This design comes from an exercise in tuning for small area and a short achievable clock period on the open sky130 flow, not from production work.
Function was checked by simulation only, so behaviour that the tests miss may differ from the original.
Power is estimated from default activity; no workload was simulated.

== cedar ==
// mips_cpu
module mips_cpu (
    input  wire        clk,
    input  wire        rst,
    output wire [31:0] imem_addr,    
    input  wire [31:0] imem_rdata,   
    output wire [31:0] dmem_addr,    
    output wire [31:0] dmem_wdata,   
    output wire        dmem_we,      
    output wire        dmem_re,      
    input  wire [31:0] dmem_rdata    
);
==> flow/config.mk <==
export PLATFORM = sky130hd
export DESIGN_NAME = mips_cpu
export DESIGN_NICKNAME = mips_cpu
export VERILOG_FILES = /design/flow/design.v
export SDC_FILE = /design/flow/constraint.sdc
export NUM_CORES = 4
export LEC_CHECK = 0
export CAP_MARGIN = 10
export CORE_MARGIN = 2
export CORE_UTILIZATION = 55
export SETUP_SLACK_MARGIN = 5
export SLEW_MARGIN = 10
export SYNTH_HIERARCHICAL = 1
==> flow/constraint.sdc <==
create_clock -name core_clock -period 15.0 [get_ports {clk}]
set_input_delay 3.0000 -clock core_clock [delete_from_list [all_inputs] [get_ports {clk}]]
set_output_delay 3.0000 -clock core_clock [all_outputs]
set_load 0.01 [all_outputs]
standard.sh (not shown) runs the stock make flow with config.mk's settings and CLKGATE_MAP_FILE= SYNTH_SCRIPT=/design/flow/synth_recipe.tcl, a recipe that flattens the netlist after the stock synthesis.
==> flow/flow/run.sh <==
#!/bin/bash
# Own layout flow: the standard flow (standard.sh, standard synthesis
# unchanged) with changes only to how the layout is made:
#  - the port buffers are sky130_fd_sc_hd__buf_2 instead of the delay cell
#    that buffer_ports picks by default;
#  - clock tree synthesis without dummy loads, with larger sink clusters.
# The clock period, constraints, tap cells and power grid are the standard ones.
# make's full output goes to make_finish.log; ORFS keeps each step's log in orfs/logs.
set -euo pipefail
export BUFFER_PORTS_ARGS="-buffer_cell sky130_fd_sc_hd__buf_2"
export CTS_ARGS="-sink_clustering_enable -repair_clock_nets -dont_use_dummy_load -sink_clustering_size 25 -sink_clustering_max_diameter 90"
bash standard.sh finish > make_finish.log 2>&1
cedar went all the way through the flow, and no timing, DRC or antenna check failed.
The inputs of zinc differ from those of cedar as listed below.
Settings: a change of CAP_MARGIN from 10 to 20; a change of SLEW_MARGIN from 10 to 20; an added PLACE_DENSITY of 0.7.
## What came out
Going from cedar to zinc, number of standard cells in the final layout excluding fillers held; number of setup buffers added after CTS has decreased; area added between synthesis and finish saw an increase; switching share of power went down 0.32 points.
What zinc reported for first-iteration detailed-routing DRC count has to be multiplied by 1.05 to get the figure for cedar.
Going from cedar to zinc, non-clock buffer count higher, logic depth of the worst path, buffers included lower.
A capture point of the critical path of dmem_addr[21] is what zinc shows, while dmem_addr[16] belongs to cedar.
Comparing cedar and zinc, the lower combinational power share is on zinc.
Fmax | zinc vs cedar | zinc faster
The following lists how fjord was set up differently from zinc:
Settings: a deleted PLACE_DENSITY that had been 0.7.
### Flow results
- fjord: PASS, flow complete, no timing, DRC or antenna violations
- Compared to zinc, the router laid down more metal wire for fjord.
- Post-detailed-placement cell area across fjord and zinc: no real change.
- fjord ends up with a global-route usage that is 2.4 points higher than in zinc.
- Worst setup slack for fjord is lower than for zinc.
- Looking only at wire length on met1, and setting everything else aside, the higher value of fjord and zinc goes to fjord.
- fjord — part of the total power dissipated in combinational logic 0.5 points higher, zinc as reference
- Looking only at clock period minus worst slack, and setting everything else aside, the higher value of fjord and zinc goes to fjord.
- Going from zinc to fjord, via-per-instance ratio grew slightly.
Inputs modified between fjord and raven:
Settings: a change of CORE_UTILIZATION from 55 to 58; an added PLACE_DENSITY of 0.7.
## What came out
- Against fjord, floorplan die height in raven fell by a few percent.
- [raven vs fjord] core utilization: higher in raven
- The lower setup slack of fjord and raven is in fjord.
- raven vs fjord — final total power dropped 0.77%.
- Compared with fjord, in raven multi-input gate share of the layout cell area was more or less identical, fraction of area in registers was more or less identical.
- Portion of the layout cell area used by clock cells essentially unchanged between fjord and raven.
- Summary — largest fanout on the critical path, raven relative to fjord: higher, by 16.
- Relative to fjord, raven improves final hold slack.
- Status: final cell area excluding filler cells parity (fjord, raven)

-- static timing again, ports no longer ideal --
In the flow no input, the clock included, has a driving cell. The finished layouts below were timed again as built, in two steps. Step 1: set_driving_cell puts a clkbuf_16 on clk and a buf_2 on each other input, an assumption about the parent block. Step 2 moves the port delays by t, midway between the first and last clock arrival at a register: inputs arrive t later, outputs are due t later. That takes back most of the time a late clock gives input paths. Slacks: no drivers / after step 1 / after step 2; pairs: no drivers / after step 1.
run	t (ns)	setup slack, ns	worst setup path at the end	clock arrival spread, ns	slew at the worst register clock pin (ns)
cedar	0.716	4.821 / 4.785 / 4.279	input to register	0.113 / 0.113	0.10 / 0.10
zinc	0.724	4.974 / 4.936 / 4.537	input to register	0.091 / 0.091	0.10 / 0.10
fjord	0.726	4.917 / 4.888 / 4.517	input to register	0.113 / 0.113	0.10 / 0.10
raven	0.709	4.964 / 4.928 / 4.523	input to register	0.105 / 0.106	0.11 / 0.11
After both steps every run listed still meets setup and hold. For cedar, which loses most, drivers alone change the setup slack by -0.036 ns; drivers and shift together by -0.542 ns.
